Context: an optimization exercise on an open-source flow, tuned for small area, a short achievable clock period and few clock cycles per item. The choices shown serve that exercise and are no tape-out recipe. RTL that was checked went through simulation tests only; none was proved equivalent to the original. Power figures rest on the tool's default switching activity, not on a simulated workload.

Setup of P:
## decimal_to_bcd
module decimal_to_bcd #(
    parameter INPUT_WIDTH = 14,
    parameter DECIMAL_DIGITS = 4
)(
    input wire clk_i,
    input wire rst_i,
    input wire start_i,
    input wire [INPUT_WIDTH-1 : 0] binary_i,
    output reg [DECIMAL_DIGITS*4-1 : 0] bcd_o,
    output reg done_o
);
function [3:0] add3;
    input [3:0] d;
    begin
        add3[3] = d[3] | (d[2] & (d[1] | d[0]));
        add3[2] = (d[3] & d[0]) | (d[2] & ~d[1] & ~d[0]);
        add3[1] = (d[1] & (~d[2] | d[0])) | (d[3] & ~d[0]);
        add3[0] = (~d[3] & ~d[2] & d[0]) | (d[2] & d[1] & ~d[0]) | (d[3] & ~d[0]);
    end
endfunction
function [20:0] front;
    input [13:0] b;
    reg [29:0] sr;
    integer i, d;
    begin
        sr = {16'd0, b};
        for (i = 0; i < 9; i = i + 1) begin
            for (d = 0; d < 4; d = d + 1)
                sr[14 + d*4 +: 4] = add3(sr[14 + d*4 +: 4]);
            sr = sr << 1;
        end
        front = sr[29:9];
    end
endfunction
function [15:0] back;
    input [20:0] s;
    reg [29:0] sr;
    integer i, d;
    begin
        sr = {s, 9'd0};
        for (i = 9; i < 14; i = i + 1) begin
            for (d = 0; d < 4; d = d + 1)
                if (i > 8)
                    sr[14 + d*4 +: 4] = add3(sr[14 + d*4 +: 4]);
            sr = sr << 1;
        end
        back = sr[29:14];
    end
endfunction
wire [20:0] front_w = front(binary_i);
reg  [15:0] mid;
always @(posedge clk_i) begin
    mid <= front_w[15:0];
end
always @(posedge clk_i or posedge rst_i) begin
  ...
Size in the first run: roughly 280 cells after synthesis, about 1800 µm² of cells after synthesis.
==> module decimal_to_bcd, before the edit <==
module decimal_to_bcd #(
    parameter INPUT_WIDTH = 14,
    parameter DECIMAL_DIGITS = 4
)(
    input wire clk_i,
    input wire rst_i,
    input wire start_i,
    input wire [INPUT_WIDTH-1 : 0] binary_i,
    output reg [DECIMAL_DIGITS*4-1 : 0] bcd_o,
    output reg done_o
);
function [3:0] add3;
    input [3:0] d;
    begin
        add3[3] = d[3] | (d[2] & (d[1] | d[0]));
        add3[2] = (d[3] & d[0]) | (d[2] & ~d[1] & ~d[0]);
        add3[1] = (d[1] & (~d[2] | d[0])) | (d[3] & ~d[0]);
        add3[0] = (~d[3] & ~d[2] & d[0]) | (d[2] & d[1] & ~d[0]) | (d[3] & ~d[0]);
    end
endfunction
function [20:0] front;
    input [13:0] b;
    reg [29:0] sr;
    integer i, d;
    begin
        sr = {16'd0, b};
        for (i = 0; i < 9; i = i + 1) begin
            for (d = 0; d < 4; d = d + 1)
                sr[14 + d*4 +: 4] = add3(sr[14 + d*4 +: 4]);
            sr = sr << 1;
        end
        front = sr[29:9];
    end
endfunction
function [15:0] back;
    input [20:0] s;
    reg [29:0] sr;
    integer i, d;
    begin
        sr = {s, 9'd0};
        for (i = 9; i < 14; i = i + 1) begin
            for (d = 0; d < 4; d = d + 1)
                if (i > 8)
                    sr[14 + d*4 +: 4] = add3(sr[14 + d*4 +: 4]);
            sr = sr << 1;
        end
        back = sr[29:14];
    end
endfunction
wire [20:0] front_w = front(binary_i);
reg  [15:0] mid;
always @(posedge clk_i) begin
    mid <= front_w[15:0];
end
always @(posedge clk_i or posedge rst_i) begin
    if (rst_i) done_o <= 1'b0;
    else       done_o <= start_i;
end
always @(*) begin
    bcd_o = back({{(21-16){1'b0}}, mid});
end
endmodule
==> flow/config.mk <==
export PLATFORM = sky130hd
export DESIGN_NAME = decimal_to_bcd
export DESIGN_NICKNAME = decimal_to_bcd
export VERILOG_FILES = /design/flow/design.v
export SDC_FILE = /design/flow/constraint.sdc
export NUM_CORES = 4
export LEC_CHECK = 0
export ABC_AREA = 1
export CAP_MARGIN = 20
export CORE_MARGIN = 2
export CORE_UTILIZATION = 40
export SLEW_MARGIN = 20
==> flow/constraint.sdc <==
create_clock -name core_clock -period 10.0 [get_ports {clk_i}]
set_input_delay 2.0000 -clock core_clock [delete_from_list [all_inputs] [get_ports {clk_i}]]
set_output_delay 2.0000 -clock core_clock [all_outputs]
set_load 0.01 [all_outputs]
standard.sh (not shown) runs the stock make flow with config.mk's settings and CLKGATE_MAP_FILE= SYNTH_SCRIPT=/design/flow/synth_recipe.tcl, a recipe that flattens the netlist after the stock synthesis.
==> flow/flow/run.sh <==
#!/bin/bash
# Own layout flow: the standard layout (standard.sh) with
#  - synthesis run through ORFS's own synth script, but with the ABC area
#    script replaced by flow/abc_area.script (combinational mapping only;
#    registers and their names are the standard synthesis's),
#  - the port buffers made from a fast small buffer instead of the default,
set -euo pipefail
W=$(pwd)
BUF=${BUF:-sky130_fd_sc_hd__buf_1}
MARGIN=${MARGIN:-0}
CTS="-sink_clustering_enable -repair_clock_nets -dont_use_dummy_load -sink_clustering_size 30 -sink_clustering_max_diameter 200"
rm -rf "$W/scripts_mod"
cp -r "$FLOW_HOME/scripts" "$W/scripts_mod"
cp "$W/flow/abc_area.script" "$W/scripts_mod/abc_area.script"
bash standard.sh SCRIPTS_DIR="$W/scripts_mod" ABC_AREA=1 synth > "$W/synth.log" 2>&1
bash standard.sh "BUFFER_PORTS_ARGS=-buffer_cell $BUF" "CTS_ARGS=$CTS" SETUP_SLACK_MARGIN=$MARGIN finish > "$W/layout.log" 2>&1
==> flow/flow/abc_area.script <==
strash
&get -n
&dch -f
&nf -R 1000
&put
topo
buffer -c
upsize -c
dnsize -c
Edits applied to the flow inputs when going from P to Q:
--- a/flow/design.v
+++ b/flow/design.v
@@ -19,45 +19,44 @@
         add3[0] = (~d[3] & ~d[2] & d[0]) | (d[2] & d[1] & ~d[0]) | (d[3] & ~d[0]);
     end
 endfunction
-function [20:0] front;
+function [19:0] front;
     input [13:0] b;
     reg [29:0] sr;
     integer i, d;
     begin
         sr = {16'd0, b};
-        for (i = 0; i < 9; i = i + 1) begin
+        for (i = 0; i < 10; i = i + 1) begin
             for (d = 0; d < 4; d = d + 1)
                 sr[14 + d*4 +: 4] = add3(sr[14 + d*4 +: 4]);
             sr = sr << 1;
         end
-        front = sr[29:9];
+        front = sr[29:10];
     end
 endfunction
 function [15:0] back;
-    input [20:0] s;
+    input [19:0] s;
     reg [29:0] sr;
     integer i, d;
     begin
-        sr = {s, 9'd0};
-        for (i = 9; i < 14; i = i + 1) begin
+        sr = {s, 10'd0};
+        for (i = 10; i < 14; i = i + 1) begin
             for (d = 0; d < 4; d = d + 1)
-                if (i > 8)
-                    sr[14 + d*4 +: 4] = add3(sr[14 + d*4 +: 4]);
+                sr[14 + d*4 +: 4] = add3(sr[14 + d*4 +: 4]);
             sr = sr << 1;
         end
         back = sr[29:14];
     end
 endfunction
-wire [20:0] front_w = front(binary_i);
-reg  [15:0] mid;
+wire [19:0] front_w = front(binary_i);
+reg  [16:0] mid;
 always @(posedge clk_i) begin
-    mid <= front_w[15:0];
+    mid <= front_w[16:0];
 end
 always @(posedge clk_i or posedge rst_i) begin
     if (rst_i) done_o <= 1'b0;
     else       done_o <= start_i;
 end
 always @(*) begin
-    bcd_o = back({{(21-16){1'b0}}, mid});
+    bcd_o = back({{(20-17){1'b0}}, mid});
 end
 endmodule
Notes after the runs:
Fraction of synthesized area in multiplexers, P and Q: smaller value in Q. In Q, die area is lower than in P. Q against P: design area moved down; worst max-slew margin expressed relative to the limit moved down; clock period minus worst slack moved down; setup slack moved up. Where maximum ir drop on the vdd rail is concerned, P is better than Q.
Testbench counts of Q, summed over its fixed seeds: cycles 2,048, items 2,048.
Function not checked in P: the RTL went through the layout flow alone.

-- static timing again, ports no longer ideal --
In the flow no input, the clock included, has a driving cell. The finished layouts below were timed again as built, in two steps. Step 1 (the two cells are an assumption about what drives the block):
set clk [get_ports {clk_i}]
set_driving_cell -lib_cell sky130_fd_sc_hd__clkbuf_16 $clk
set_driving_cell -lib_cell sky130_fd_sc_hd__buf_2 [delete_from_list [all_inputs] $clk]
Step 2, shift: input delay + t, output delay - t, t = (earliest + latest rising clock arrival at the registers) / 2. This alone moves slack from input paths to output paths. Slacks: no drivers / after step 1 / after step 2; pairs: no drivers / after step 1.
run | t, ns | setup slack, ns | worst hold slack (ns) | slew at the worst register clock pin (ns) | worst slew at a driven data input, ns
P | 0.260 | 5.274 / 5.250 / 5.510 | 1.557 / 1.553 / 1.813 | 0.05 / 0.05 | 0.03
Q | 0.265 | 5.375 / 5.351 / 5.243 | 1.548 / 1.544 / 1.809 | 0.06 / 0.06 | 0.03
After both steps every run listed still meets setup and hold. For Q, which loses most, drivers alone change the setup slack by -0.024 ns; drivers and shift together by -0.132 ns.
